This is an optimization exercise on Yosys and OpenROAD, whose aim is small area, a short achievable clock period and few clock cycles per item, not a production implementation. RTL that was checked went through simulation tests only; none was proved equivalent to the original. Only the layout flow was run in runs 1 to 5; the RTL was not checked for function there.

[flow/run.sh]
#!/bin/bash
# Standard layout, with plain buf_1 cells as the port buffers.
set -euo pipefail
export BUFFER_PORTS_ARGS="-buffer_cell sky130_fd_sc_hd__buf_1"
bash standard.sh > standard.log 2>&1
[standard.sh]
#!/bin/bash
# synth_recipe.tcl (not shown) runs the flow's synth.tcl, then flattens the netlist and writes it again
# the make line also repeats each setting of config.mk as NAME=value (left out here)
make -C /OpenROAD-flow-scripts/flow DESIGN_CONFIG=/design/flow/config.mk WORK_HOME=/design/flow/orfs CLKGATE_MAP_FILE= SYNTH_SCRIPT=/design/flow/synth_recipe.tcl "${@:-finish}"
[config.mk]
export PLATFORM = sky130hd
export DESIGN_NAME = top
export DESIGN_NICKNAME = top
export VERILOG_FILES = /design/flow/design.v
export SDC_FILE = /design/flow/constraint.sdc
export NUM_CORES = 4
export LEC_CHECK = 0
export CAP_MARGIN = 20
export CORE_MARGIN = 2
export CORE_UTILIZATION = 40
export CTS_BUF_LIST = sky130_fd_sc_hd__clkbuf_8 sky130_fd_sc_hd__clkbuf_16
export SETUP_SLACK_MARGIN = 2.5
export SLEW_MARGIN = 20
[constraint.sdc]
create_clock -name core_clock -period 7.0 [get_ports {clk}]
set_input_delay 1.4000 -clock core_clock [delete_from_list [all_inputs] [get_ports {clk}]]
set_output_delay 1.4000 -clock core_clock [all_outputs]
set_load 0.01 [all_outputs]
[design.v]
module absdiff (
	input  wire [30:0] x,
	input  wire [30:0] y,
	output wire [30:0] d,
	output wire        xgty,
	output wire        xeqy
);
localparam N = 31;
localparam L = 5;
wire [N-1:0] p0 = ~(x ^ y);
wire [N-1:0] g0 = x & ~y;
reg [N-1:0] G;
reg [N-1:0] P;
reg [N-1:0] c;
integer l, i;
always @* begin
	G = g0;
	P = p0;
	for (l = 0; l < L; l = l + 1)
		for (i = 0; i < N; i = i + 1)
			if ((i >> l) & 1) begin
				G[i] = G[i] | (P[i] & G[((i >> l) << l) - 1]);
				P[i] = P[i] & P[((i >> l) << l) - 1];
			end
	c[0] = G[N-1];
	for (i = 1; i < N; i = i + 1)
		c[i] = G[i-1] | (P[i-1] & G[N-1]);
end
wire gall = G[N-1];
assign d    = p0 ^ c ^ {N{~gall}};
assign xgty = gall;
assign xeqy = P[N-1];
endmodule
module top(
		input wire [31:0] opa,
		input wire [31:0] opb,
		input wire start,
		input wire rst,
		input wire clk,
		output reg done,
		output reg [31:0] result
);
reg        busy;
reg        zf;      
reg        zbp;     
reg  [4:0] k;
reg [31:0] a;
reg [31:0] b;
wire        xgty;
wire        xeqy;
wire [30:0] dh;
wire [30:0] xh = a[31:1] & {31{b[0]}};
wire [30:0] yh = b[31:1] & {31{(a[0] | ~b[0]) & ~zf}};
absdiff u_absdiff(.x(xh), .y(yh), .d(dh), .xgty(xgty), .xeqy(xeqy));
wire eqt = xeqy & a[0] & b[0];
wire fin = zf | eqt;
wire kz  = (k == 5'd0);
always @* begin
	done   = busy & fin & kz;
	result = b;
end
wire accept = start & (~busy | done);
wire [2:0] tz = xh[2:0] ^ yh[2:0];
reg  [30:0] ds;
always @* begin
	if (tz[0])      ds = dh;
	else if (tz[1]) ds = {1'b0, dh[30:1]};
	else if (tz[2]) ds = {2'b0, dh[30:2]};
	else            ds = {3'b0, dh[30:3]};
end
wire opaz = (opa == 32'd0);
wire opbz = (opb == 32'd0);
reg  [4:0] kin;
wire [31:0] oab = opa | opb;
integer i;
always @* begin
	kin = 5'd0;
	for (i = 31; i >= 0; i = i - 1)
		if (oab[i]) kin = i[4:0];
	if (opaz || opbz) kin = 5'd0;
end
always @(posedge clk or negedge rst) begin
	if (~rst) begin
		busy <= 1'b0;
	end else begin
		busy <= start | (busy & ~done);
	end
end
always @(posedge clk) begin
	zf  <= accept ? opaz : (fin | zbp);
	zbp <= accept & opbz;
	if (accept) begin
		a <= opa;
		b <= opb;
		k <= kin;
	end else begin
		a <= {1'b0, ds};
		if (fin) begin
			b <= {b[30:0], 1'b0};
			k <= k - 5'd1;
		end else if (~xgty)
			b <= a;
	end
end
endmodule
==> summary.txt, run 1 <==
- Measured against its own limit, the worst slew margin works out to 33.9%.
- The number of synthesized flops with an enable pin is 37.
- The distinct cell type count of the synthesized netlist is 73.
- For the worst setup path, the data required time is 5.60 ns.
- The initial antenna violation count came to 0.
- The number of antenna diodes in the final layout is 0.
- At the end of the flow, the number of nets in the layout was 1025.
- The die is 131 um tall.
- Multiplexer cells account for 6.50% of the synthesized area.
- The most used flip-flop cell after synthesis is edfxtp_1.
- After routing, the total negative slack on setup checks comes to 0 ns.
- For met2 alone, demand over resource in global routing was 41.2%.
- The DRC violation count after routing is 0.
- The first global-routing pass estimated 36800 um of wire.
- The count of final hold-check violations came to 0.
- The tool flagged a number of max-cap violations equal to 0.
- Setup violations remaining at the end of the flow were counted as 0.
- Compared with the post-synthesis result, the final layout area differs by 23.3%.
- Counting every net in the synthesized netlist gives 922.
- The number of max-slew violations in the final report is 0.
- In this run the worst path has a maximum fanout of 5.
- The standard cell core area is 0.0159 sq mm.
- The synthesized instance count is 822.
- For the pin with the worst max-slew slack, the measured transition is 0.988 ns.
- The CTS clock-pin slew for the worst setup and hold paths is 0.06 ns.
- The clock root buffer is clkbuf_16.
- The global routing stage identified its most utilized layer as met2.
- For this run, global-route usage on met3 was measured as 4.51%.
- The placed wire-length estimate after detailed placement is 17000 um.
- The maximum level of the CTS H-tree is 3.
- The area fraction in compound gates after synthesis is 24.9%.
- The number of buffers added on ports is 99.
- The Yosys step of the flow raised 2 warnings.
- The maximum number of pins on one net before global-route repair is 55.
- After synthesis, the mean cell area works out to 7.89 sq um.
- The synthesized netlist devotes 6.62% of its cell area to XOR and XNOR gates.
- The run finished with no timing, DRC or antenna violations.
- The number of buffers added to fix hold violations after cts is 0.
- The sink count of the clock tree is 72.
- The met1 track demand over resource in global routing is 37.7%.
- 100 I/O pins were placed.
- The iteration-0 DRC count of the detailed router is 729.
- The total placed instance area is 0.00706 sq mm.
- The worst clock skew on the final layout is 0.00817 ns.
- In the final routed layout, each cell accounts on average for 20.8 um.
- The tightest hold path in the finished design has a slack of 0.462 ns.
- Timing analysis after detailed placement gives a worst setup slack of 1.87 ns.
- Setup repair after global routing could not meet its margin everywhere.
- The part of the Yosys area used for sequential elements is 28.0%.
- The achievable clock frequency is 223 MHz.
- The endpoint type of the worst setup path is a primary output.
- After routing the design area is 0.00800 sq mm.
- The final layout contains routed wiring with a total length of 23900 um.
- The final antenna-violating net count is 0.
- The via-per-instance ratio is 6.09.
- The setup path with the least slack is of type reg2out.
- The type of the most critical hold path is reg2reg.
- The async set-reset flop share out of synthesis is 1.39%.
- The floorplan step defined a die boundary enclosing 0.0173 sq mm.
- For this run, the total global-route usage over all layers was measured as 27.4%.
- The effective utilization at floorplan is 40.8%.
- The post-synthesis adder-cell area fraction is 6.36%.
- Clock latency on the worst-skew pair, taken at its later pin, is 0.36 ns.
- The total global routing overflow is 0.
- The area of the mapped netlist is 0.00649 sq mm.
- The first TritonRoute pass finished after 5 iterations.
- The worst setup path is launched from a flip-flop.
- Summing over every cut layer, the via total after detailed routing is 6980.
- The number of global-route vias before repair was 6503.
- The weighted congestion reported at the end of routability-driven placement is 0.947.
- Counting flops and latches in the post-synthesis netlist gives 72.
- The ratio of cells with drive above 1 in the final layout is 12.3%.
- Buffers inserted during clock tree synthesis total 9.
- TritonCTS built the clock tree.
- By area, the combinational part of the netlist is dominated by compound AO/OA/AOI/OAI gates.
- After layout, the minimum clock period comes to 4.48 ns.
- The final critical-path setup slack is 2.52 ns.
- The share of synthesized cell area in and, or, nand and nor gates is 23.8%.
- In this run the horizontal extent of the chip is 131 um.
- Of the available clock period, the critical path in the final layout requires 64.0%.
- Data on the critical path arrives at its endpoint at 3.08 ns.
- The buffer levels on the longest clock path is 2.
- In this run the core area contains 46 standard-cell rows.
-- cells by family after synthesis --
group | Yosys count
DFF | 72
and+or+nand+nor | 323
adders and majority gates | 33
muxes | 42
buffers and inverters | 57
xor gates and xnor gates | 49
AOI/OAI and AO/OA | 246
-- synthesized netlist by cell type, types with 3 or more instances --
cell type  number  area share [%]
a21oi_1        63             4.9
o22ai_1        16             1.5
ha_1           33             6.4
or3_1           7            0.67
nand3_1        17             1.3
a21o_1          9             1.0
o22a_1          8             1.1
nand4_1         8            0.77
o31ai_1         8            0.93
edfxtp_1       37              17
xor2_1         14             1.9
and2_1         33             3.2
or2_2           3            0.29
a211oi_1       12             1.4
nor4_1         29             2.8
nor3_1         12            0.93
o21ai_0        57             4.4
inv_1          17            0.98
nand2_1       111             6.4
a221oi_1        7            0.95
o32a_1          3            0.46
o21bai_1        3            0.35
o221ai_1        7            0.95
o21ai_1         3            0.23
nor2b_1         4            0.39
nor2_1         80             4.6
buf_2           9            0.69
a31oi_1        13             1.3
o31a_1          3            0.41
and3_1          7            0.67
mux2i_1        41             6.3
xnor2_1        35             4.7
buf_4           3            0.35
clkbuf_1       24             1.4
dfxtp_1        34              10
o211ai_1        4            0.46
o21a_1          3            0.35
-- per-layer routing --
metal,vias to the layer above,share of wire (%)
met5,-,0
met3,59,8.2
li1,3274,-
met1,3294,44
met4,0,4.1
met2,353,43
-- per-stage QoR --
stage / cells / util [%]
after floorplan: 822 / -
after global placement: 1106 / 44.4
after detailed placement: 1106 / 44.4
after CTS: 1145 / 49.3
after global routing: 1146 / 50.4
final: 1146 / 50.4
-- critical path: stages, from the launching register on --
cell and delay (ns):
edfxtp_1 0.43, a21oi_4 0.27, buf_6 0.16, buf_16 0.13, nand2_4 0.05, ha_4 0.29, nand4_4 0.10, or3_4 0.36
nor4_4 0.34, a41oi_4 0.20, nor4b_4 0.23, buf_2 0.16
-- cell usage in the layout, fill, tap and decap left out, types with 14 or more instances in the layout --
cell type / instances
ha_4: 15
edfxtp_1: 37
buf_4: 25
nand2_1: 101
mux2i_1: 41
xnor2_1: 35
nor4_1: 29
o21ai_0: 57
a21oi_1: 61
xor2_1: 14
inv_1: 17
o22ai_1: 16
and2_1: 32
nand3_1: 14
buf_1: 98
dfxtp_1: 33
nor2_1: 80
-- final cells by class --
| cell class | count | area, sq um |
|---|---|---|
| Clock buffer | 10 | 239 |
| Clock inverter | 6 | 106 |
| Fill cell | 1568 | 7890 |
| Inverter | 18 | 67.6 |
| Multi-Input combinational cell | 693 | 4810 |
| Sequential cell | 72 | 1820 |
| Tap cell | 216 | 270 |
| Timing Repair Buffer | 131 | 691 |
-- state kept, by name, summed over array words and instances (netlist names) --
name and cells:
a 32, b 32, busy 1, k 5, zbp 1, zf 1
-- worst paths after layout --
check                                    start              to  slack (ns)  cells past startpoint
max in group asynchronous                  rst  busy$_DFF_PN0_        6.11                      1
worst min register to register     zbp$_DFF_P_      zf$_DFF_P_        0.46                      2
min in group asynchronous                  rst  busy$_DFF_PN0_        0.79                      1
worst min-delay path               zbp$_DFF_P_      zf$_DFF_P_        0.46                      2
worst max register to register  b[0]$_DFFE_PP_   a[20]$_DFF_P_        2.68                     16
worst max-delay path            b[0]$_DFFE_PP_            done        2.52                     11
-- repair_timing --
| action | CTS | global route |
|---|---|---|
| setup buffers | 22 | 1 |
| endpoints found under the setup margin | 99 | 79 |
| gates cloned | 1 | 0 |
| pin swaps | 16 | 6 |
| gates resized for setup | 40 | 28 |
==> run 2, diff against run 1 <==
--- a/config.mk
+++ b/config.mk
@@ -8,6 +8,5 @@
 export CAP_MARGIN = 20
 export CORE_MARGIN = 2
 export CORE_UTILIZATION = 40
-export CTS_BUF_LIST = sky130_fd_sc_hd__clkbuf_8 sky130_fd_sc_hd__clkbuf_16
-export SETUP_SLACK_MARGIN = 2.5
+export SETUP_SLACK_MARGIN = 2.7
 export SLEW_MARGIN = 20
==> summary.txt, run 2 <==
- The initial antenna violation count was 0 (unchanged).
- The number of optimization iterations in the first detailed-route pass was 5 (unchanged).
- Leading registers by flop count: a x32, b x32, k x5 (unchanged).
- The floorplan row count is 46 (unchanged).
- The final antenna-violating net count came to 0 (unchanged).
- The largest driver fanout on the critical path is 7 (was 5).
- The number of buffers added to fix hold violations after cts came to 0 (unchanged).
- The count of cells along the worst register-to-register path is 19 (was 16).
- The count of final hold-check violations was 0 (unchanged).
- The weighted congestion reported at the end of routability-driven placement came to 0.999 (was 0.947).
- The maximum level of the CTS H-tree is 3 (unchanged).
- The standard cell core area came to 0.0159 sq mm (unchanged).
- The number of global-route vias before repair was 6653 (was 6503).
- The start point of the worst min-delay path is zbp$_DFF_P_ (unchanged).
- The number of buffer and inverter instances along the worst setup path is 2 (was 3).
- The placed wire-length estimate after detailed placement was 17600 um (was 17000 um).
- The number of nets in the synthesized netlist is 922 (unchanged).
- The routed wire length per instance is 21.8 um (was 20.8 um).
- The iteration-0 DRC count of the detailed router is 885 (was 729).
- The number of max-slew violations in the final report was 0 (unchanged).
- The data arrival time of the critical path is 3.01 ns (was 3.08 ns).
- The instance count along the most critical hold path is 2 (unchanged).
- The launch instance of the worst register-to-register path is b[0]$_DFFE_PP_ (unchanged).
- The total number of cells along the worst setup path was 10 (was 11).
- The most used flip-flop cell after synthesis is edfxtp_1 (unchanged).
- The most frequent standard cell in the layout excluding fill and tap cells is nand2_1 (unchanged).
- The maximum number of pins on one net before global-route repair came to 55 (unchanged).
- The achievable clock frequency is 227 MHz (was 223 MHz).
- The number of buffers added on ports was 99 (unchanged).
- The global-route usage over all layers came to 28.5% (was 27.4%).
- The distinct cell type count of the synthesized netlist came to 73 (unchanged).
- The worst-skew pair later-pin latency was 0.35 ns (was 0.36 ns).
- The number of maximum-capacitance violations is 0 (unchanged).
- The dominant cell type by area after synthesis was edfxtp_1 (unchanged).
- The number of synthesized flops with an enable pin is 37 (unchanged).
- The minimum clock period after layout is 4.41 ns (was 4.48 ns).
- The cell class contributing the biggest share of worst-path delay is simple AND/OR/NAND/NOR gates (unchanged).
- The number of primary I/O pins is 100 (unchanged).
- The worst relative slew slack is 19.3% (was 33.9%).
- The post-route setup TNS came to 0 ns (unchanged).
- The total number of yosys warnings was 2 (unchanged).
- The die area is 0.0173 sq mm (unchanged).
- The detailed-route wire length was 25200 um (was 23900 um).
- The slowest cell on the critical path is edfxtp_1 (unchanged).
- The synthesized area per cell is 7.89 sq um (unchanged).
- The biggest cell delay along the critical path is 0.44 ns (was 0.43 ns).
- Result of the run: finished clean (unchanged).
- The number of storage elements in the synthesis netlist is 72 (unchanged).
- The via count of the routed design is 7126 (was 6980).
- The setup slack on the worst flop-to-flop path is 2.69 ns (was 2.68 ns).
- The clock root buffer was clkbuf_16 (unchanged).
- The width of the chip came to 131 um (unchanged).
- Top library cells by usage in the layout, fill and taps aside: nand2_1 (102), buf_1 (98), nor2_1 (80) (was nand2_1 (101), buf_1 (98), nor2_1 (80)).
- The effective utilization at floorplan is 40.8% (unchanged).
- Most used standard cells in the synthesized netlist: nand2_1 (111), nor2_1 (80), a21oi_1 (63), o21ai_0 (57), mux2i_1 (41) (unchanged).
- The type of the most critical hold path is reg2reg (unchanged).
- The final number of setup-violating endpoints is 0 (unchanged).
- The endpoint of the worst-slack reg-to-reg timing path is a[18]$_DFF_P_ (was a[20]$_DFF_P_).
- The ratio of cells with drive above 1 in the final layout came to 13.1% (was 12.3%).
- The TritonCTS clock tree is done (unchanged).
- The total global routing overflow is 0 (unchanged).
- RSZ-0062 raised after global routing: true (unchanged).
- The part of the Yosys area used for sequential elements is 28.0% (unchanged).
- The global-route wire length before repair is 38300 um (was 36800 um).
- The start point of the critical path is b[0]$_DFFE_PP_ (unchanged).
- The sink count of the clock tree is 72 (unchanged).
- The class of the most critical setup path is reg2out (unchanged).
- The area of the mapped netlist was 0.00649 sq mm (unchanged).
- The synthesis-to-finish area growth is 22.5% (was 23.3%).
- The via-per-instance ratio is 6.18 (was 6.09).
- The final cell count without fillers is 1154 (was 1146).
- The post-placement worst setup slack is 1.83 ns (was 1.87 ns).
- The endpoint type of the worst setup path is a primary output (unchanged).
- The area of combinational cells with multiple inputs is 0.00480 sq mm (was 0.00481 sq mm).
- The clock buffer count from CTS is 9 (unchanged).
- The actual transition at the worst max-transition pin is 1.21 ns (was 0.988 ns).
- The final layout net count came to 1033 (was 1025).
- The worst clock skew on the final layout is 0.00604 ns (was 0.00817 ns).
- List of cells traversed by the critical path: a21oi_4 -> buf_12 -> nand2_2 -> ha_4 -> nand4_4 -> or3_4 -> nor4_4 -> a41oi_4 -> nor4b_4 -> buf_2 (was a21oi_4 -> buf_6 -> buf_16 -> nand2_4 -> ha_4 -> nand4_4 -> or3_4 -> nor4_4 -> a41oi_4 -> nor4b_4 -> buf_2).
- The final critical-path setup slack was 2.59 ns (was 2.52 ns).
- The diode insertion count for antenna repair is 0 (unchanged).
- The CTS clock-pin slew for the worst setup and hold paths is 0.06 ns (about the same).
- The end of the critical path is done (unchanged).
- The library cell with the highest instance count after synthesis was nand2_1 (unchanged).
- The share of Yosys cell area claimed by the top area cell type is 17.1% (unchanged).
- Area contributors post-synth: edfxtp_1 (17%), dfxtp_1 (10%), nand2_1 (6.4%) (unchanged).
- The required time of the critical path came to 5.60 ns (about the same).
- The footprint of the flip-flops and latches came to 0.00182 sq mm (about the same).
- The async set-reset flop share out of synthesis came to 1.39% (unchanged).
- The DRC violation count after routing came to 0 (unchanged).
- The number of placed cells counting well taps is 1106 (unchanged).
- The buffer levels on the longest clock path is 2 (unchanged).
- The synthesized instance count is 822 (unchanged).
- The portion of the clock cycle consumed by the worst path in the final layout is 63.1% (was 64.0%).
- The vertical die dimension is 131 um (unchanged).
- The startpoint type of the worst setup path is a flip-flop (unchanged).
- The final-layout fill cell count came to 1591 (was 1568).
## run 2: cell counts after synthesis
Identical to the previous run, type by type.
## run 2: repair_timing
item                       4_1_cts  5_1_grt
setup buffers                   16       14
pin swaps                       10       15
gates resized for setup         30       38
setup endpoints to repair       98       78
cloned                           2        0
## run 2: how the worst min path moves through the flow
stage / end / slack [ns]
after floorplan: zf$_DFF_P_ / 0.42
after global placement: zf$_DFF_P_ / 0.43
after detailed placement: zf$_DFF_P_ / 0.44
after CTS: zf$_DFF_P_ / 0.45
after global routing: zf$_DFF_P_ / 0.47
final: zf$_DFF_P_ / 0.45
## run 2: final cells by class
type / instances / area share, %
clock buffers: 12 / 2.98
well taps: 216 / 3.40
flip-flops and latches: 72 / 22.9
clock inverters: 4 / 0.567
inverters: 18 / 0.850
repair buffers: 138 / 8.97
multi-input cells: 694 / 60.4
## run 2: cell families (layout without fill, tap and decap cells)
logic type / Yosys count / in the layout / synth area share, %
adders and majority gates: 33 / 33 / 6.36
DFF: 72 / 72 / 28.0
AOI/OAI and AO/OA: 246 / 247 / 24.9
muxes: 42 / 42 / 6.50
buffers and inverters: 57 / 172 / 3.88
xor gates and xnor gates: 49 / 49 / 6.62
and+or+nand+nor: 323 / 323 / 23.8
## run 2: per-stage QoR
stage | area (sq um) | utilization [%] | hold WS [ns]
after floorplan | 6530 | - | 0.419
final | 7950 | 50.0 | 0.446
after detailed placement | 7060 | 44.4 | 0.440
after global placement | 7060 | 44.4 | 0.427
after CTS | 7680 | 48.3 | 0.449
after global routing | 7950 | 50.0 | 0.473
## run 2: layer usage
metal	track usage, %	wire, um	vias to the layer above
met4	12.4	1050	0
met5	0	0	-
met2	43.1	10900	405
met3	5.48	2470	83
met1	39.4	10800	3339
li1	-	-	3299
## run 2: worst reg2reg max path, delay by kind of cell (launching register included)
kind / cells / cell delay [ns]
xor+xnor: 2 / 0.49
compound gates: 7 / 1.81
flops: 1 / 0.44
simple gates: 3 / 0.27
fa+ha+maj: 1 / 0.22
buf+inv: 6 / 0.93
==> run 3, diff against run 2 <==
--- a/design.v
+++ b/design.v
@@ -43,6 +43,7 @@
 reg        busy;
 reg        zf;      
 reg        zbp;     
+reg        gy;      
 reg  [4:0] k;
 reg [31:0] a;
 reg [31:0] b;
@@ -50,7 +51,7 @@
 wire        xeqy;
 wire [30:0] dh;
 wire [30:0] xh = a[31:1] & {31{b[0]}};
-wire [30:0] yh = b[31:1] & {31{(a[0] | ~b[0]) & ~zf}};
+wire [30:0] yh = b[31:1] & {31{gy}};
 absdiff u_absdiff(.x(xh), .y(yh), .d(dh), .xgty(xgty), .xeqy(xeqy));
 wire eqt = xeqy & a[0] & b[0];
 wire fin = zf | eqt;
@@ -86,8 +87,12 @@
 		busy <= start | (busy & ~done);
 	end
 end
+wire zfn = accept ? opaz : (fin | zbp);
+wire an0 = accept ? opa[0] : ((|tz) | dh[3]);
+wire bn0 = accept ? opb[0] : (~fin & (xgty ? b[0] : a[0]));
 always @(posedge clk) begin
-	zf  <= accept ? opaz : (fin | zbp);
+	zf  <= zfn;
+	gy  <= (an0 | ~bn0) & ~zfn;
 	zbp <= accept & opbz;
 	if (accept) begin
 		a <= opa;
==> summary.txt, run 3 <==
- The most frequent standard cell in the layout excluding fill and tap cells is nand2_1 (unchanged).
- The total global routing overflow was 0 (unchanged).
- The clock root buffer is clkbuf_16 (unchanged).
- The TritonCTS clock tree is done (unchanged).
- The synthesized area per cell is 7.92 sq um (was 7.89 sq um).
- The footprint of the flip-flops and latches is 0.00184 sq mm (was 0.00182 sq mm).
- The most used flip-flop cell after synthesis is edfxtp_1 (unchanged).
- The number of global-route vias before repair is 6751 (was 6653).
- The total number of yosys warnings came to 2 (unchanged).
- Area contributors post-synth: edfxtp_1 (16%), dfxtp_1 (10%), nand2_1 (6.1%) (was edfxtp_1 (17%), dfxtp_1 (10%), nand2_1 (6.4%)).
- The number of max-slew violations in the final report is 0 (unchanged).
- The area of the mapped netlist is 0.00690 sq mm (was 0.00649 sq mm).
- The number of buffers added on ports was 99 (unchanged).
- The number of synthesized flops with an enable pin is 37 (unchanged).
- The width of the chip is 135 um (was 131 um).
- The ratio of cells with drive above 1 in the final layout is 8.36% (was 13.1%).
- The maximum number of pins on one net before global-route repair came to 64 (was 55).
- The sink count of the clock tree is 73 (was 72).
- The library cell with the highest instance count after synthesis is nand2_1 (unchanged).
- The clock buffer count from CTS is 9 (unchanged).
- Result of the run: finished clean (unchanged).
- The via count of the routed design is 7390 (was 7126).
- The final number of setup-violating endpoints is 0 (unchanged).
- Top library cells by usage in the layout, fill and taps aside: nand2_1 (112), buf_1 (98), nor2_1 (85) (was nand2_1 (102), buf_1 (98), nor2_1 (80)).
- The area of combinational cells with multiple inputs is 0.00490 sq mm (was 0.00480 sq mm).
- The DRC violation count after routing came to 0 (unchanged).
- The number of primary I/O pins is 100 (unchanged).
- The effective utilization at floorplan is 40.4% (was 40.8%).
- The via-per-instance ratio is 6.25 (was 6.18).
- The iteration-0 DRC count of the detailed router came to 1044 (was 885).
- The endpoint type of the worst setup path was a primary output (unchanged).
- The type of the most critical hold path was reg2reg (unchanged).
- The largest driver fanout on the critical path is 8 (was 7).
- The number of maximum-capacitance violations is 0 (unchanged).
- The number of nets in the synthesized netlist is 970 (was 922).
- The dominant cell type by area after synthesis is edfxtp_1 (unchanged).
- The weighted congestion reported at the end of routability-driven placement is 0.949 (was 0.999).
- The standard cell core area is 0.0171 sq mm (was 0.0159 sq mm).
- The async set-reset flop share out of synthesis is 1.37% (was 1.39%).
- The setup slack on the worst flop-to-flop path is 2.92 ns (was 2.69 ns).
- The class of the most critical setup path is reg2out (unchanged).
- The final layout net count is 1051 (was 1033).
- The part of the Yosys area used for sequential elements is 26.6% (was 28.0%).
- The instance count along the most critical hold path is 2 (unchanged).
- The final antenna-violating net count is 0 (unchanged).
- The synthesis-to-finish area growth is 14.8% (was 22.5%).
- The number of buffers added to fix hold violations after cts is 0 (unchanged).
- The required time of the critical path is 5.60 ns (about the same).
- The global-route usage over all layers is 28.2% (was 28.5%).
- The startpoint type of the worst setup path is a flip-flop (unchanged).
- The worst clock skew on the final layout is 0.00577 ns (was 0.00604 ns).
- The count of final hold-check violations is 0 (unchanged).
- The die area is 0.0183 sq mm (was 0.0173 sq mm).
- The share of Yosys cell area claimed by the top area cell type came to 16.1% (was 17.1%).
- The count of cells along the worst register-to-register path is 12 (was 19).
- Leading registers by flop count: a x32, b x32, k x5 (unchanged).
- RSZ-0062 raised after global routing: true (unchanged).
- The final-layout fill cell count came to 1765 (was 1591).
- The maximum level of the CTS H-tree came to 3 (unchanged).
- The portion of the clock cycle consumed by the worst path in the final layout is 60.8% (was 63.1%).
- The floorplan row count came to 48 (was 46).
- Most used standard cells in the synthesized netlist: nand2_1 (112), nor2_1 (86), o21ai_0 (60), a21oi_1 (58), and2_1 (38) (was nand2_1 (111), nor2_1 (80), a21oi_1 (63), o21ai_0 (57), mux2i_1 (41)).
- The number of storage elements in the synthesis netlist came to 73 (was 72).
- The actual transition at the worst max-transition pin is 0.938 ns (was 1.21 ns).
- The number of optimization iterations in the first detailed-route pass is 6 (was 5).
- The buffer levels on the longest clock path was 2 (unchanged).
- The global-route wire length before repair is 39600 um (was 38300 um).
- The worst-skew pair later-pin latency is 0.34 ns (was 0.35 ns).
- The CTS clock-pin slew for the worst setup and hold paths is 0.06 ns (about the same).
- The diode insertion count for antenna repair is 0 (unchanged).
- The minimum clock period after layout is 4.25 ns (was 4.41 ns).
- The synthesized instance count is 871 (was 822).
- The placed wire-length estimate after detailed placement is 19800 um (was 17600 um).
- The achievable clock frequency is 235 MHz (was 227 MHz).
- The detailed-route wire length is 26100 um (was 25200 um).
- The vertical die dimension came to 135 um (was 131 um).
- The routed wire length per instance is 22.1 um (was 21.8 um).
- The worst relative slew slack is 37.3% (was 19.3%).
- The post-route setup TNS is 0 ns (unchanged).
- The data arrival time of the critical path is 2.85 ns (was 3.01 ns).
- The distinct cell type count of the synthesized netlist is 87 (was 73).
- The worst hold slack across all endpoints is 0.471 ns (was 0.446 ns).
- The initial antenna violation count is 0 (unchanged).
-- run 3: cell families (layout without fill, tap and decap cells) --
family / after synthesis / in the layout / share of synthesized area (%)
AND/OR/NAND/NOR: 362 / 362 / 25.5
AO/OA/AOI/OAI: 266 / 266 / 26.7
flip-flops: 73 / 73 / 26.6
buffers and inverters: 58 / 144 / 4.23
XOR/XNOR: 46 / 46 / 6.15
multiplexers: 34 / 34 / 4.95
adder cells (fa/ha/maj): 32 / 32 / 5.80
-- run 3: area by class of cell --
cell class | instances | area share, %
clock buffer | 9 | 2.84
clock inverter | 7 | 1.19
inverter | 13 | 0.616
multi-input combinational | 740 | 61.9
sequential | 73 | 23.2
tap | 225 | 3.56
timing repair buffer | 115 | 6.68
-- run 3: per-layer routing --
metal,vias up,GRT usage (%),routed length (um)
li1,3457,-,-
met3,54,5.61,2460
met5,-,0,0
met2,410,40.7,11000
met1,3469,41.7,11800
met4,0,9.95,883
-- run 3: worst max-delay path, cell delays in order, from the launching register on --
cell and delay (ns):
edfxtp_1 0.46, buf_4 0.20, and2_1 0.14, ha_1 0.45, nand4_4 0.19, nor4_4 0.30
buf_4 0.18, a41oi_4 0.16, nor4b_2 0.25, clkbuf_2 0.17
-- run 3: per-stage QoR --
| stage | util (%) | instance area (sq um) | std cells | setup slack (ns) |
|---|---|---|---|---|
| after floorplan | - | 6900 | 871 | 2.74 |
| after global placement | 43.4 | 7400 | 1156 | 2.10 |
| after detailed placement | 43.4 | 7400 | 1156 | 2.01 |
| after CTS | 45.8 | 7820 | 1177 | 2.71 |
| after global routing | 46.4 | 7920 | 1182 | 2.61 |
| final | 46.4 | 7920 | 1182 | 2.75 |
-- run 3: timing repair --
action | in CTS | in global routing
setup endpoints to repair | 107 | 14
buffers inserted | 5 | 5
pin swaps | 1 | 3
resized for setup | 12 | 12
gates cloned | 0 | 0
-- run 3: path summary, 6_finish.rpt --
kind,startpoint,to
max,b[0]$_DFFE_PP_,done
min,zbp$_DFF_P_,zf$_DFF_P_
max reg2reg,b[0]$_DFFE_PP_,a[20]$_DFF_P_
min reg2reg,zbp$_DFF_P_,zf$_DFF_P_
max in group asynchronous,rst,busy$_DFF_PN0_
min in group asynchronous,rst,busy$_DFF_PN0_
==> run 4, diff against run 3 <==
--- a/config.mk
+++ b/config.mk
@@ -8,5 +8,5 @@
 export CAP_MARGIN = 20
 export CORE_MARGIN = 2
 export CORE_UTILIZATION = 40
-export SETUP_SLACK_MARGIN = 2.7
+export SETUP_SLACK_MARGIN = 2.5
 export SLEW_MARGIN = 20
==> summary.txt, run 4 <==
- The count of final hold-check violations is 0 (unchanged).
- Area contributors post-synth: edfxtp_1 (16%), dfxtp_1 (10%), nand2_1 (6.1%) (unchanged).
- The sink count of the clock tree came to 73 (unchanged).
- The clock root buffer is clkbuf_16 (unchanged).
- The most used flip-flop cell after synthesis is edfxtp_1 (unchanged).
- The final layout net count is 1046 (was 1051).
- The number of placed cells counting well taps is 1157 (was 1156).
- The largest driver fanout on the critical path is 18 (was 8).
- The final cell count without fillers is 1177 (was 1182).
- The achievable clock frequency was 231 MHz (was 235 MHz).
- The final non-filler cell area is 0.00777 sq mm (was 0.00792 sq mm).
- The standard cell core area is 0.0171 sq mm (unchanged).
- The number of global-route vias before repair is 6685 (was 6751).
- The initial antenna violation count came to 0 (unchanged).
- The part of the Yosys area used for sequential elements is 26.6% (unchanged).
- The worst-skew pair later-pin latency came to 0.33 ns (was 0.34 ns).
- The floorplan row count was 48 (unchanged).
- Leading registers by flop count: a x32, b x32, k x5 (unchanged).
- The maximum level of the CTS H-tree is 3 (unchanged).
- The diode insertion count for antenna repair is 0 (unchanged).
- The minimum clock period after layout is 4.32 ns (was 4.25 ns).
- The detailed-route wire length was 25300 um (was 26100 um).
- The distinct cell type count of the synthesized netlist is 87 (unchanged).
- The number of primary I/O pins was 100 (unchanged).
- The async set-reset flop share out of synthesis is 1.37% (unchanged).
- The global-route usage over all layers came to 27.4% (was 28.2%).
- The actual transition at the worst max-transition pin came to 0.957 ns (was 0.938 ns).
- The synthesized instance count is 871 (unchanged).
- The type of the most critical hold path is reg2reg (unchanged).
- The clock buffer count from CTS is 9 (unchanged).
- RSZ-0062 raised after global routing: true (unchanged).
- The dominant cell type by area after synthesis was edfxtp_1 (unchanged).
- The buffer levels on the longest clock path is 2 (unchanged).
- The total placed instance area is 0.00739 sq mm (was 0.00740 sq mm).
- The library cell with the highest instance count after synthesis is nand2_1 (unchanged).
- The weighted congestion reported at the end of routability-driven placement is 0.915 (was 0.949).
- The DRC violation count after routing is 0 (unchanged).
- The total global routing overflow is 0 (unchanged).
- The via-per-instance ratio is 6.18 (was 6.25).
- The vertical die dimension is 135 um (unchanged).
- The maximum number of pins on one net before global-route repair is 47 (was 64).
- The final antenna-violating net count was 0 (unchanged).
- The final-layout fill cell count is 1748 (was 1765).
- The global-route wire length before repair came to 38600 um (was 39600 um).
- The TritonCTS clock tree is done (unchanged).
- The width of the chip is 135 um (unchanged).
- Top library cells by usage in the layout, fill and taps aside: nand2_1 (112), buf_1 (99), nor2_1 (86) (was nand2_1 (112), buf_1 (98), nor2_1 (85)).
- The number of max-slew violations in the final report came to 0 (unchanged).
- The synthesized area per cell is 7.92 sq um (unchanged).
- The number of storage elements in the synthesis netlist came to 73 (unchanged).
- The CTS clock-pin slew for the worst setup and hold paths is 0.06 ns (about the same).
- The total number of yosys warnings is 2 (unchanged).
- The via count of the routed design is 7278 (was 7390).
- The number of nets in the synthesized netlist is 970 (unchanged).
- The effective utilization at floorplan is 40.4% (unchanged).
- The worst clock skew on the final layout was 0.00714 ns (was 0.00577 ns).
- The synthesis-to-finish area growth is 12.7% (was 14.8%).
- The most frequent standard cell in the layout excluding fill and tap cells is nand2_1 (unchanged).
- The area of the mapped netlist is 0.00690 sq mm (unchanged).
- The startpoint type of the worst setup path is a flip-flop (unchanged).
- The worst relative slew slack is 36.0% (was 37.3%).
- Result of the run: finished clean (unchanged).
- The number of maximum-capacitance violations is 0 (unchanged).
- The data arrival time of the critical path is 2.92 ns (was 2.85 ns).
- The final number of setup-violating endpoints is 0 (unchanged).
- The iteration-0 DRC count of the detailed router came to 951 (was 1044).
- The ratio of cells with drive above 1 in the final layout is 6.83% (was 8.36%).
- The number of synthesized flops with an enable pin is 37 (unchanged).
- The portion of the clock cycle consumed by the worst path in the final layout is 61.8% (was 60.8%).
- The placed wire-length estimate after detailed placement is 19600 um (was 19800 um).
- Most used standard cells in the synthesized netlist: nand2_1 (112), nor2_1 (86), o21ai_0 (60), a21oi_1 (58), and2_1 (38) (unchanged).
- The share of Yosys cell area claimed by the top area cell type was 16.1% (unchanged).
- The die area came to 0.0183 sq mm (unchanged).
- The number of buffers added on ports came to 99 (unchanged).
- The number of buffers added to fix hold violations after cts is 0 (unchanged).
- The class of the most critical setup path is reg2out (unchanged).
- The required time of the critical path is 5.60 ns (about the same).
- The routed wire length per instance came to 21.5 um (was 22.1 um).
- The number of optimization iterations in the first detailed-route pass is 5 (was 6).
- The post-route setup TNS is 0 ns (unchanged).
- The endpoint type of the worst setup path is a primary output (unchanged).
## run 4: cell count changes in the layout (fill, tap and decap cells not counted), moves of 2 or more
cell and change:
buf_4 -2, buf_6 -2, ha_1 +6, ha_4 -5
## run 4: area by class of cell
type	count	area (sq um)	area share [%]
multi-input cells	740	4810	62.0
repair buffers	110	470	6.05
well taps	225	282	3.62
inverters	13	48.8	0.628
clock inverters	4	47.5	0.612
clock buffers	12	268	3.45
flip-flops and latches	73	1840	23.7
## run 4: routing by layer
metal  up-vias  GRT usage, %  routed length (um)
li1       3432             -                   -
met1      3417          40.8               11500
met3        51          4.64                2370
met5         -             0                   0
met4         0          8.74                 771
met2       378          40.2               10700
## run 4: what timing repair did
action	4_1_cts	5_1_grt
resized for setup	2	5
endpoints found under the hold margin	0	0
pin swaps	1	1
setup endpoints to repair	89	3
setup buffers	4	0
## run 4: cell families after synthesis
group           count (synthesis)  synth area share [%]
compound gates                266                  26.7
xor+xnor                       46                  6.15
fa+ha+maj                      32                  5.80
buf+inv                        58                  4.23
flops                          73                  26.6
mux                            34                  4.95
simple gates                  362                  25.5
## run 4: path summary, 6_finish.rpt
check / slack [ns] / depth (start not counted) / endpoint / start
setup / recovery: 2.68 / 9 / done / b[0]$_DFFE_PP_
hold / removal: 0.51 / 2 / zf$_DFF_P_ / zbp$_DFF_P_
setup reg to reg: 2.71 / 12 / a[5]$_DFF_P_ / b[0]$_DFFE_PP_
hold reg to reg: 0.51 / 2 / zf$_DFF_P_ / zbp$_DFF_P_
max in group asynchronous: 6.08 / 1 / busy$_DFF_PN0_ / rst
min in group asynchronous: 0.82 / 1 / busy$_DFF_PN0_ / rst
## run 4: per-stage QoR
stage / worst slack (ns) / util, % / hold WS, ns
3_5_place_dp: 2.08 / 43.3 / 0.506
5_1_grt: 2.49 / 45.6 / 0.553
4_1_cts: 2.53 / 45.4 / 0.514
3_3_place_gp: 2.10 / 43.3 / 0.502
6_report: 2.68 / 45.6 / 0.510
2_1_floorplan: 2.61 / - / 0.437
## run 4: critical path, stage by stage, from the launching register on
cell      delay [ns]
edfxtp_1        0.44
buf_12          0.18
and2_1          0.15
ha_2            0.45
nand4_2         0.23
nor4_4          0.31
buf_4           0.19
a41oi_4         0.16
nor4b_1         0.30
buf_1           0.18
==> run 5, diff against run 4 <==
--- a/config.mk
+++ b/config.mk
@@ -7,6 +7,6 @@
 export LEC_CHECK = 0
 export CAP_MARGIN = 20
 export CORE_MARGIN = 2
-export CORE_UTILIZATION = 40
+export CORE_UTILIZATION = 30
 export SETUP_SLACK_MARGIN = 2.5
 export SLEW_MARGIN = 20
==> summary.txt, run 5 <==
- The cell class contributing the biggest share of worst-path delay is simple AND/OR/NAND/NOR gates (unchanged).
- RSZ-0062 raised after global routing: false (was true).
- The final number of setup-violating endpoints is 0 (unchanged).
- The type of the most critical hold path is reg2reg (unchanged).
- The via count of the routed design was 7546 (was 7278).
- The die area is 0.0242 sq mm (was 0.0183 sq mm).
- The via-per-instance ratio is 5.99 (was 6.18).
- The share of the core filled with cells is 36.5% (was 45.6%).
- The number of storage elements in the synthesis netlist is 73 (unchanged).
- The part of the Yosys area used for sequential elements came to 26.6% (unchanged).
- The endpoint type of the worst setup path is a primary output (unchanged).
- The actual transition at the worst max-transition pin came to 0.933 ns (was 0.957 ns).
- The distinct cell type count of the synthesized netlist is 87 (unchanged).
- The async set-reset flop share out of synthesis came to 1.37% (unchanged).
- The share of Yosys cell area claimed by the top area cell type is 16.1% (unchanged).
- The launch instance of the worst register-to-register path was b[0]$_DFFE_PP_ (unchanged).
- The largest driver fanout on the critical path came to 8 (was 18).
- Top library cells by usage in the layout, fill and taps aside: nand2_1 (112), buf_1 (98), nor2_1 (85) (was nand2_1 (112), buf_1 (99), nor2_1 (86)).
- The post-placement worst setup slack is 2.01 ns (was 2.08 ns).
- List of cells traversed by the critical path: buf_4 -> buf_2 -> and2_1 -> ha_4 -> nand4_1 -> nor4_4 -> a41oi_4 -> buf_12 -> nor4b_2 -> clkbuf_2 (was buf_12 -> and2_1 -> ha_2 -> nand4_2 -> nor4_4 -> buf_4 -> a41oi_4 -> nor4b_1 -> buf_1).
- The biggest cell delay along the critical path is 0.44 ns (was 0.45 ns).
- The iteration-0 DRC count of the detailed router was 934 (was 951).
- The data arrival time of the critical path is 3.02 ns (was 2.92 ns).
- The final antenna-violating net count is 0 (unchanged).
- The final layout net count is 1068 (was 1046).
- The synthesis-to-finish area growth is 19.5% (was 12.7%).
- The most used flip-flop cell after synthesis is edfxtp_1 (unchanged).
- The number of maximum-capacitance violations is 0 (unchanged).
- Leading registers by flop count: a x32, b x32, k x5 (unchanged).
- The class of the most critical setup path is reg2out (unchanged).
- The number of buffers added to fix hold violations after cts was 0 (unchanged).
- The number of nets in the synthesized netlist is 970 (unchanged).
- The slowest cell on the critical path was edfxtp_1 (was ha_2).
- The detailed-route wire length is 27000 um (was 25300 um).
- The area of the mapped netlist was 0.00690 sq mm (unchanged).
- The clock buffer count from CTS was 9 (unchanged).
- The DRC violation count after routing is 0 (unchanged).
- The number of primary I/O pins is 100 (unchanged).
- The start point of the critical path is b[0]$_DFFE_PP_ (unchanged).
- The count of final hold-check violations is 0 (unchanged).
- The routed wire length per instance is 21.4 um (was 21.5 um).
- The startpoint type of the worst setup path is a flip-flop (unchanged).
- The TritonCTS clock tree is done (unchanged).
- The endpoint of the worst-slack reg-to-reg timing path is a[1]$_DFF_P_ (was a[5]$_DFF_P_).
- The effective utilization at floorplan is 30.6% (was 40.4%).
- Most used standard cells in the synthesized netlist: nand2_1 (112), nor2_1 (86), o21ai_0 (60), a21oi_1 (58), and2_1 (38) (unchanged).
- Area contributors post-synth: edfxtp_1 (16%), dfxtp_1 (10%), nand2_1 (6.1%) (unchanged).
- The CTS clock-pin slew for the worst setup and hold paths was 0.06 ns (about the same).
- The sink count of the clock tree came to 73 (unchanged).
- The standard cell core area was 0.0226 sq mm (was 0.0171 sq mm).
- The synthesized instance count is 871 (unchanged).
- The number of buffer and inverter instances along the worst setup path is 4 (was 3).
- The final critical-path setup slack came to 2.58 ns (was 2.68 ns).
- The synthesized area per cell came to 7.92 sq um (unchanged).
- The most frequent standard cell in the layout excluding fill and tap cells is nand2_1 (unchanged).
- The worst clock skew on the final layout is 0.00968 ns (was 0.00714 ns).
- The maximum number of pins on one net before global-route repair was 47 (unchanged).
- The post-route setup TNS came to 0 ns (unchanged).
- The diode insertion count for antenna repair came to 0 (unchanged).
- The total number of cells along the worst setup path came to 10 (was 9).
- The portion of the clock cycle consumed by the worst path in the final layout was 63.2% (was 61.8%).
- The ratio of cells with drive above 1 in the final layout is 10.8% (was 6.83%).
- The end of the critical path is done (unchanged).
- The setup slack on the worst flop-to-flop path is 2.67 ns (was 2.71 ns).
- The required time of the critical path is 5.60 ns (about the same).
- The number of buffers added on ports is 99 (unchanged).
- The number of max-slew violations in the final report came to 0 (unchanged).
- Result of the run: finished clean (unchanged).
- The global-route wire length before repair was 39800 um (was 38600 um).
- The width of the chip is 156 um (was 135 um).
- The number of optimization iterations in the first detailed-route pass is 5 (unchanged).
- The library cell with the highest instance count after synthesis was nand2_1 (unchanged).
- The number of synthesized flops with an enable pin came to 37 (unchanged).
- The floorplan row count is 55 (was 48).
- The clock root buffer is clkbuf_16 (unchanged).
- The number of global-route vias before repair is 6845 (was 6685).
- The global-route usage over all layers is 21.2% (was 27.4%).
- The worst relative slew slack is 37.3% (was 36.0%).
- The initial antenna violation count is 0 (unchanged).
- The placed wire-length estimate after detailed placement is 20400 um (was 19600 um).
- The dominant cell type by area after synthesis is edfxtp_1 (unchanged).
- The total global routing overflow is 0 (unchanged).
- The worst-skew pair later-pin latency is 0.34 ns (was 0.33 ns).
- The count of cells along the worst register-to-register path was 15 (was 12).
- The maximum level of the CTS H-tree is 3 (unchanged).
- The vertical die dimension came to 156 um (was 135 um).
- The buffer levels on the longest clock path is 2 (unchanged).
- The achievable clock frequency was 226 MHz (was 231 MHz).
- The weighted congestion reported at the end of routability-driven placement is 0.950 (was 0.915).
- The final-layout fill cell count is 2376 (was 1748).
- The minimum clock period after layout was 4.42 ns (was 4.32 ns).
- The total number of yosys warnings is 2 (unchanged).
==> run 5: cell counts after synthesis <==
Identical to the previous run, type by type.
==> run 5: per-stage QoR <==
| stage | instances | hold WS [ns] | area (sq um) |
|---|---|---|---|
| 5_1_grt | 1259 | 0.523 | 8240 |
| 3_3_place_gp | 1218 | 0.468 | 7460 |
| 2_1_floorplan | 871 | 0.437 | 6900 |
| 6_report | 1259 | 0.485 | 8240 |
| 4_1_cts | 1243 | 0.496 | 7890 |
| 3_5_place_dp | 1218 | 0.485 | 7460 |
==> run 5: logic make-up (layout without fill, tap and decap cells) <==
| family | Yosys count | in the layout | synth area share [%] |
|---|---|---|---|
| buffers and inverters | 58 | 161 | 4.23 |
| muxes | 34 | 34 | 4.95 |
| xor gates and xnor gates | 46 | 46 | 6.15 |
| and+or+nand+nor | 362 | 362 | 25.5 |
| adders and majority gates | 32 | 32 | 5.80 |
| DFF | 73 | 73 | 26.6 |
| AOI/OAI and AO/OA | 266 | 266 | 26.7 |
==> run 5: layout make-up <==
type,count,area (sq um),area share (%)
Tap cell,285,357,4.33
Timing Repair Buffer,132,683,8.29
Clock buffer,10,239,2.90
Sequential cell,73,1840,22.3
Inverter,13,48.8,0.592
Clock inverter,6,90.1,1.09
Multi-Input combinational cell,740,4990,60.5
==> run 5: metal layers <==
| metal | wire, um | GRT usage [%] | vias up | share of wire [%] |
|---|---|---|---|---|
| li1 | - | - | 3489 | - |
| met1 | 11800 | 30.4 | 3528 | 44 |
| met2 | 11400 | 31.8 | 463 | 42 |
| met3 | 2600 | 3.17 | 66 | 9.6 |
| met4 | 1120 | 8.56 | 0 | 4.1 |
| met5 | 0 | 0 | - | 0 |
==> run 5: timing repair <==
item	CTS	global route
pin swaps	4	7
gates resized for setup	10	35
setup endpoints to repair	96	1
buffers inserted	9	14
endpoints found under the hold margin	0	0
gates cloned	0	2
==> run 5: worst register-to-register path, delay by kind of cell (launching register included) <==
| kind | cells | cell delay [ns] |
|---|---|---|
| AO/OA/AOI/OAI | 5 | 1.95 |
| AND/OR/NAND/NOR | 4 | 0.44 |
| flip-flops | 1 | 0.44 |
| XOR/XNOR | 1 | 0.28 |
| buffers and inverters | 4 | 0.70 |
| adder cells (fa/ha/maj) | 1 | 0.42 |
==> run 5: worst min-delay path by stage <==
stage,slack [ns],end,from,depth (start not counted)
6_report,0.49,zf$_DFF_P_,zbp$_DFF_P_,2
3_5_place_dp,0.49,zf$_DFF_P_,zbp$_DFF_P_,2
2_1_floorplan,0.44,zf$_DFF_P_,zbp$_DFF_P_,2
5_1_grt,0.52,zf$_DFF_P_,zbp$_DFF_P_,2
3_3_place_gp,0.47,zf$_DFF_P_,zbp$_DFF_P_,2
4_1_cts,0.50,zf$_DFF_P_,zbp$_DFF_P_,2
==> run 6, diff against run 5 <==
--- a/design.v
+++ b/design.v
@@ -54,7 +54,8 @@
 wire [30:0] yh = b[31:1] & {31{gy}};
 absdiff u_absdiff(.x(xh), .y(yh), .d(dh), .xgty(xgty), .xeqy(xeqy));
 wire eqt = xeqy & a[0] & b[0];
-wire fin = zf | eqt;
+wire b1  = (b == 32'd1);    
+wire fin = zf | eqt | b1;
 wire kz  = (k == 5'd0);
 always @* begin
 	done   = busy & fin & kz;
==> summary.txt, run 6 <==
- The achievable clock frequency is 227 MHz (was 226 MHz).
- The number of buffers added to fix hold violations after cts is 0 (unchanged).
- The largest driver fanout on the critical path is 19 (was 8).
- The number of optimization iterations in the first detailed-route pass is 5 (unchanged).
- The start point of the critical path was b[0]$_DFFE_PP_ (unchanged).
- The die area is 0.0234 sq mm (was 0.0242 sq mm).
- The global-route wire length before repair is 40200 um (was 39800 um).
- Area contributors post-synth: edfxtp_1 (17%), dfxtp_1 (11%), nand2_1 (6.1%) (was edfxtp_1 (16%), dfxtp_1 (10%), nand2_1 (6.1%)).
- The startpoint type of the worst setup path is a flip-flop (unchanged).
- The start point of the worst min-delay path is zbp$_DFF_P_ (unchanged).
- The clock buffer count from CTS is 9 (unchanged).
- The required time of the critical path came to 5.60 ns (about the same).
- The launch instance of the worst register-to-register path is b[0]$_DFFE_PP_ (unchanged).
- The floorplan row count is 54 (was 55).
- The maximum number of pins on one net before global-route repair was 56 (was 47).
- The biggest cell delay along the critical path is 0.41 ns (was 0.44 ns).
- The placed wire-length estimate after detailed placement came to 19700 um (was 20400 um).
- The total global routing overflow came to 0 (unchanged).
- Result of the run: finished clean (unchanged).
- The via count of the routed design is 7414 (was 7546).
- The width of the chip is 153 um (was 156 um).
- The worst relative slew slack is 25.3% (was 37.3%).
- RSZ-0062 raised after global routing: true (was false).
- The diode insertion count for antenna repair is 0 (unchanged).
- The final antenna-violating net count is 0 (unchanged).
- The TritonCTS clock tree is done (unchanged).
- The final layout net count came to 1046 (was 1068).
- The number of primary I/O pins is 100 (unchanged).
- Most used standard cells in the synthesized netlist: nand2_1 (109), nor2_1 (85), a21oi_1 (61), o21ai_0 (58), and2_1 (49) (was nand2_1 (112), nor2_1 (86), o21ai_0 (60), a21oi_1 (58), and2_1 (38)).
- The synthesis-to-finish area growth came to 19.8% (was 19.5%).
- The DRC violation count after routing is 0 (unchanged).
- The worst clock skew on the final layout is 0.0138 ns (was 0.00968 ns).
- The final-layout fill cell count is 2279 (was 2376).
- The class of the most critical setup path is reg2out (unchanged).
- The weighted congestion reported at the end of routability-driven placement is 0.965 (was 0.950).
- The effective utilization at floorplan came to 30.5% (was 30.6%).
- The minimum clock period after layout came to 4.40 ns (was 4.42 ns).
- The dominant cell type by area after synthesis is edfxtp_1 (unchanged).
- The part of the Yosys area used for sequential elements came to 27.6% (was 26.6%).
- The number of placed cells counting well taps is 1201 (was 1218).
- The maximum level of the CTS H-tree is 3 (unchanged).
- The synthesized instance count came to 855 (was 871).
- The post-route setup TNS came to 0 ns (unchanged).
- The portion of the clock cycle consumed by the worst path in the final layout came to 62.8% (was 63.2%).
- The area of the mapped netlist came to 0.00667 sq mm (was 0.00690 sq mm).
- The share of the core filled with cells is 36.6% (was 36.5%).
- The routed wire length per instance is 21.9 um (was 21.4 um).
- The number of nets in the synthesized netlist is 954 (was 970).
- The clock root buffer was clkbuf_16 (unchanged).
- Leading registers by flop count: a x32, b x32, k x5 (unchanged).
- The final number of setup-violating endpoints was 0 (unchanged).
- The buffer levels on the longest clock path is 2 (unchanged).
- The total number of yosys warnings was 2 (unchanged).
- The iteration-0 DRC count of the detailed router was 827 (was 934).
- The global-route usage over all layers is 21.9% (was 21.2%).
- The async set-reset flop share out of synthesis is 1.37% (unchanged).
- Top library cells by usage in the layout, fill and taps aside: nand2_1 (107), buf_1 (98), nor2_1 (83) (was nand2_1 (112), buf_1 (98), nor2_1 (85)).
- The most used flip-flop cell after synthesis is edfxtp_1 (unchanged).
- The worst-skew pair later-pin latency is 0.36 ns (was 0.34 ns).
- List of cells traversed by the critical path: buf_12 -> and2_1 -> ha_2 -> buf_12 -> nand4_1 -> nor2_2 -> and2_4 -> a41oi_4 -> nor4bb_1 -> clkbuf_2 (was buf_4 -> buf_2 -> and2_1 -> ha_4 -> nand4_1 -> nor4_4 -> a41oi_4 -> buf_12 -> nor4b_2 -> clkbuf_2).
- The number of max-slew violations in the final report is 0 (unchanged).
- The number of buffers added on ports was 99 (unchanged).
- The type of the most critical hold path is reg2reg (unchanged).
- By instance count, the cell type seen most on the critical path is buf_12.
- The number of synthesized flops with an enable pin is 37 (unchanged).
- The number of storage elements in the synthesis netlist is 73 (unchanged).
- The CTS clock-pin slew for the worst setup and hold paths was 0.06 ns (about the same).
- The count of final hold-check violations is 0 (unchanged).
- The standard cell core area is 0.0218 sq mm (was 0.0226 sq mm).
- The ratio of cells with drive above 1 in the final layout is 9.03% (was 10.8%).
- The distinct cell type count of the synthesized netlist is 69 (was 87).
- The slowest cell on the critical path is edfxtp_1 (unchanged).
- The detailed-route wire length is 27000 um (about the same).
- The share of Yosys cell area claimed by the top area cell type is 16.7% (was 16.1%).
- The library cell with the highest instance count after synthesis is nand2_1 (unchanged).
- The number of maximum-capacitance violations is 0 (unchanged).
- The via-per-instance ratio is 6.02 (was 5.99).
- The final cell count without fillers is 1232 (was 1259).
- The number of global-route vias before repair came to 6956 (was 6845).
- The endpoint type of the worst setup path is a primary output (unchanged).
- The synthesized area per cell is 7.80 sq um (was 7.92 sq um).
- The vertical die dimension came to 153 um (was 156 um).
- The data arrival time of the critical path is 3.00 ns (was 3.02 ns).
- The sink count of the clock tree is 73 (unchanged).
- The actual transition at the worst max-transition pin is 1.11 ns (was 0.933 ns).
- The most frequent standard cell in the layout excluding fill and tap cells was nand2_1 (unchanged).
- The initial antenna violation count was 0 (unchanged).
## run 6: changes by cell type in the layout (fill, tap and decap cells not counted), sizes merged, moves of 5 or more
cell and change:
mux2i +5, buf -9, o21ai -8, a21boi -7, a221oi -10, nor3 -11, and2 +11, xnor2 -6
nor4 +9, a22oi -5, nand2 -6
## run 6: layout make-up
cell class,count,area [sq um],share of cell area (%)
well taps,280,350,4.39
inverters,12,45.0,0.564
repair buffers,122,612,7.66
flip-flops and latches,73,1840,23.1
clock buffers,9,225,2.82
clock inverters,7,141,1.77
multi-input cells,729,4770,59.7
## run 6: cell families after synthesis
logic type	share of synthesized area [%]
AO/OA/AOI/OAI	24.3
XOR/XNOR	6.10
adder cells (fa/ha/maj)	6.01
buffers and inverters	3.15
flip-flops	27.6
multiplexers	5.71
AND/OR/NAND/NOR	27.2
## run 6: per-stage QoR
stage	area, sq um	setup WS [ns]	hold WS, ns
final	7980	2.60	0.493
after global routing	7980	2.42	0.512
after CTS	7720	2.48	0.484
after detailed placement	7310	1.66	0.470
after global placement	7310	1.80	0.467
after floorplan	6670	2.54	0.439
## run 6: worst paths after layout
check | slack (ns) | endpoint | depth (start not counted)
worst max-delay path | 2.60 | done | 10
worst min-delay path | 0.49 | zf$_DFF_P_ | 2
worst max register to register | 2.61 | b[30]$_DFFE_PP_ | 12
worst min register to register | 0.49 | zf$_DFF_P_ | 2
max in group asynchronous | 6.10 | busy$_DFF_PN0_ | 1
min in group asynchronous | 0.80 | busy$_DFF_PN0_ | 1
## run 6: critical path, delay by kind of cell (launching register included)
family                     cells  cell delay (ns)
DFF                            1             0.41
AOI/OAI and AO/OA              1             0.20
adders and majority gates      1             0.39
and+or+nand+nor                5             1.10
buffers and inverters          3             0.54
## run 6: routing by layer
layer,global-route usage [%],routed length [um],up-vias
met2,34.6,12300,389
met4,10.2,1210,0
li1,-,-,3395
met1,28.5,11300,3548
met3,4.48,2260,82
met5,0,0,-
## run 6: timing repair
item,CTS,global route
buffers inserted,2,12
resized for setup,6,28
pin swaps,0,8
endpoints found under the hold margin,0,0
endpoints found under the setup margin,107,76
cloned,0,1
Testbench counts of run 6, summed over its fixed seeds: cycles 51,745, items 2,400.
==> run 7, diff against run 6 <==
--- a/config.mk
+++ b/config.mk
@@ -7,6 +7,6 @@
 export LEC_CHECK = 0
 export CAP_MARGIN = 20
 export CORE_MARGIN = 2
-export CORE_UTILIZATION = 30
+export CORE_UTILIZATION = 40
 export SETUP_SLACK_MARGIN = 2.5
 export SLEW_MARGIN = 20
==> summary.txt, run 7 <==
- Result of the run: finished clean (unchanged).
- The global-route usage over all layers is 29.2% (was 21.9%).
- The worst-skew pair later-pin latency is 0.35 ns (was 0.36 ns).
- Area contributors post-synth: edfxtp_1 (17%), dfxtp_1 (11%), nand2_1 (6.1%) (unchanged).
- The effective utilization at floorplan is 40.6% (was 30.5%).
- The number of maximum-capacitance violations is 0 (unchanged).
- The end of the critical path is done (unchanged).
- The maximum level of the CTS H-tree is 3 (unchanged).
- The async set-reset flop share out of synthesis is 1.37% (unchanged).
- The post-route setup TNS came to 0 ns (unchanged).
- The number of synthesized flops with an enable pin is 37 (unchanged).
- The most frequent standard cell in the layout excluding fill and tap cells was nand2_1 (unchanged).
- The clock buffer count from CTS is 9 (unchanged).
- The global-route wire length before repair is 39700 um (was 40200 um).
- The count of final hold-check violations is 0 (unchanged).
- Most used standard cells in the synthesized netlist: nand2_1 (109), nor2_1 (85), a21oi_1 (61), o21ai_0 (58), and2_1 (49) (unchanged).
- The placed wire-length estimate after detailed placement was 19400 um (was 19700 um).
- The standard cell core area is 0.0164 sq mm (was 0.0218 sq mm).
- The final antenna-violating net count is 0 (unchanged).
- The start point of the critical path is b[0]$_DFFE_PP_ (unchanged).
- The TritonCTS clock tree is done (unchanged).
- The number of storage elements in the synthesis netlist came to 73 (unchanged).
- The area of the mapped netlist is 0.00667 sq mm (unchanged).
- RSZ-0062 raised after global routing: true (unchanged).
- The class of the most critical setup path is reg2out (unchanged).
- The number of optimization iterations in the first detailed-route pass is 6 (was 5).
- The final layout net count is 1049 (was 1046).
- The count of cells along the worst register-to-register path is 14 (was 12).
- The number of global-route vias before repair is 6937 (was 6956).
- The vertical die dimension came to 133 um (was 153 um).
- The part of the Yosys area used for sequential elements came to 27.6% (unchanged).
- The required time of the critical path came to 5.60 ns (about the same).
- The number of nets in the synthesized netlist is 954 (unchanged).
- The most used flip-flop cell after synthesis was edfxtp_1 (unchanged).
- The total number of yosys warnings came to 2 (unchanged).
- The final number of setup-violating endpoints is 0 (unchanged).
- The CTS clock-pin slew for the worst setup and hold paths is 0.06 ns (about the same).
- The synthesis-to-finish area growth is 17.9% (was 19.8%).
- The via count of the routed design is 7355 (was 7414).
- The actual transition at the worst max-transition pin is 0.942 ns (was 1.11 ns).
- The sink count of the clock tree is 73 (unchanged).
- The weighted congestion reported at the end of routability-driven placement came to 0.948 (was 0.965).
- The minimum clock period after layout is 4.43 ns (was 4.40 ns).
- Top library cells by usage in the layout, fill and taps aside: nand2_1 (107), buf_1 (98), nor2_1 (83) (unchanged).
- The number of primary I/O pins is 100 (unchanged).
- The maximum number of pins on one net before global-route repair is 55 (was 56).
- The biggest cell delay along the critical path is 0.40 ns (was 0.41 ns).
- The width of the chip came to 133 um (was 153 um).
- The startpoint type of the worst setup path was a flip-flop (unchanged).
- The clock root buffer is clkbuf_16 (unchanged).
- The slowest cell on the critical path is ha_1 (was edfxtp_1).
- Leading registers by flop count: a x32, b x32, k x5 (unchanged).
- The via-per-instance ratio was 6.26 (was 6.02).
- The distinct cell type count of the synthesized netlist is 69 (unchanged).
- The worst hold slack across all endpoints is 0.481 ns (was 0.493 ns).
- The worst relative slew slack was 37.1% (was 25.3%).
- The largest driver fanout on the critical path came to 11 (was 19).
- The achievable clock frequency is 226 MHz (was 227 MHz).
- The share of Yosys cell area claimed by the top area cell type is 16.7% (unchanged).
- The dominant cell type by area after synthesis is edfxtp_1 (unchanged).
- The portion of the clock cycle consumed by the worst path in the final layout was 63.3% (was 62.8%).
- The diode insertion count for antenna repair is 0 (unchanged).
- The ratio of cells with drive above 1 in the final layout is 8.80% (was 9.03%).
- The endpoint type of the worst setup path is a primary output (unchanged).
- The routed wire length per instance is 22.4 um (was 21.9 um).
- The number of buffers added to fix hold violations after cts is 0 (unchanged).
- The number of buffers added on ports is 99 (unchanged).
- The buffer levels on the longest clock path was 2 (unchanged).
- The worst clock skew on the final layout came to 0.00834 ns (was 0.0138 ns).
- The die area is 0.0177 sq mm (was 0.0234 sq mm).
- List of cells traversed by the critical path: buf_4 -> buf_4 -> and2_1 -> ha_1 -> nand4_1 -> nor2_1 -> and2_4 -> a41oi_4 -> buf_12 -> nor4bb_1 -> buf_2 (was buf_12 -> and2_1 -> ha_2 -> buf_12 -> nand4_1 -> nor2_2 -> and2_4 -> a41oi_4 -> nor4bb_1 -> clkbuf_2).
- The setup slack on the worst flop-to-flop path is 2.70 ns (was 2.61 ns).
- The library cell with the highest instance count after synthesis is nand2_1 (unchanged).
- The data arrival time of the critical path came to 3.03 ns (was 3.00 ns).
- The type of the most critical hold path is reg2reg (unchanged).
- The initial antenna violation count was 0 (unchanged).
- The launch instance of the worst register-to-register path is b[0]$_DFFE_PP_ (unchanged).
- The total global routing overflow was 0 (unchanged).
- The most repeated library cell on the critical path is buf_4 (was buf_12).
- The number of max-slew violations in the final report is 0 (unchanged).
- The iteration-0 DRC count of the detailed router is 809 (was 827).
- The detailed-route wire length came to 26300 um (was 27000 um).
- The floorplan row count was 47 (was 54).
- The synthesized area per cell came to 7.80 sq um (unchanged).
- The DRC violation count after routing is 0 (unchanged).
- The endpoint of the worst-slack reg-to-reg timing path is a[26]$_DFF_P_ (was b[30]$_DFFE_PP_).
- The synthesized instance count was 855 (unchanged).
==> run 7: cell counts after synthesis <==
Identical to the previous run, type by type.
==> run 7: cell families (layout without fill, tap and decap cells) <==
group                      Yosys count  after routing  share of synthesized area, %
AOI/OAI and AO/OA                  242            242                          24.3
xor gates and xnor gates            44             44                          6.10
adders and majority gates           32             32                          6.01
buffers and inverters               53            153                          3.15
DFF                                 73             73                          27.6
muxes                               38             38                          5.71
and+or+nand+nor                    373            373                          27.2
==> run 7: worst max-delay path: cells and delay by family, from the launching register on <==
kind / cells / cell delay (ns)
AND/OR/NAND/NOR: 5 / 0.97
buffers and inverters: 4 / 0.73
adder cells (fa/ha/maj): 1 / 0.40
flip-flops: 1 / 0.38
AO/OA/AOI/OAI: 1 / 0.20
==> run 7: worst min-delay path by stage <==
stage / start / cells past startpoint / endpoint
final: zbp$_DFF_P_ / 2 / zf$_DFF_P_
after global routing: zbp$_DFF_P_ / 2 / zf$_DFF_P_
after CTS: zbp$_DFF_P_ / 2 / zf$_DFF_P_
after detailed placement: zbp$_DFF_P_ / 2 / zf$_DFF_P_
after global placement: zbp$_DFF_P_ / 2 / zf$_DFF_P_
after floorplan: zbp$_DFF_P_ / 2 / zf$_DFF_P_
==> run 7: routing by layer <==
layer  share of wire, %  GRT usage, %  wire length [um]  vias to the layer above
li1                   -             -                 -                     3404
met1                 44          40.3             11500                     3507
met2                 45          45.4             11800                      382
met3                8.5          5.29              2230                       62
met4                3.2          11.1               845                        0
met5                  0             0                 0                        -
==> run 7: final cells by class <==
cell class / count / area [sq um]
clock buffers: 11 / 233
clock inverters: 5 / 56.3
fillers: 1682 / 8550
inverters: 12 / 45.0
multi-input cells: 729 / 4770
flip-flops and latches: 73 / 1840
well taps: 220 / 275
repair buffers: 125 / 639
==> run 7: what timing repair did <==
item                       4_1_cts  5_1_grt
resized for setup               17       19
gates cloned                     1        1
setup endpoints to repair       93       83
setup buffers                    3       12
pin swaps                        0        4
==> run 7: metrics by stage <==
stage | instance area, sq um | setup WS [ns] | cells | util [%]
after global placement | 7240 | 1.97 | 1142 | 44.1
after detailed placement | 7240 | 1.91 | 1142 | 44.1
after CTS | 7660 | 2.35 | 1162 | 46.7
after floorplan | 6670 | 2.54 | 855 | -
final | 7860 | 2.57 | 1175 | 47.9
after global routing | 7860 | 2.45 | 1175 | 47.9

port drivers added, routing unchanged:
Ports are ideal in the flow. The routed layouts listed here were re-timed in OpenROAD.
Step 1: set_driving_cell puts a clkbuf_16 on clk and a buf_2 on each other input, an assumption about the parent block.
Step 2 also shifts input and output timing later by t, the mid clock arrival at the registers, as if the neighbouring blocks saw the same clock.
Three values: ideal ports, drivers, drivers and shift; two values: the first two.
run	t (ns)	setup slack, ns	hold WS [ns]
run 1	0.397	2.522 / 2.479 / 2.679	0.462 / 0.462 / 0.462
run 2	0.387	2.585 / 2.544 / 2.685	0.446 / 0.446 / 0.446
run 3	0.379	2.745 / 2.705 / 2.919	0.471 / 0.471 / 0.471
run 4	0.368	2.677 / 2.637 / 2.708	0.510 / 0.510 / 0.510
run 5	0.366	2.579 / 2.543 / 2.673	0.485 / 0.485 / 0.485
run 6	0.394	2.601 / 2.560 / 2.609	0.493 / 0.493 / 0.493
run 7	0.392	2.566 / 2.520 / 2.699	0.481 / 0.481 / 0.481
After both steps every run listed still meets setup and hold.
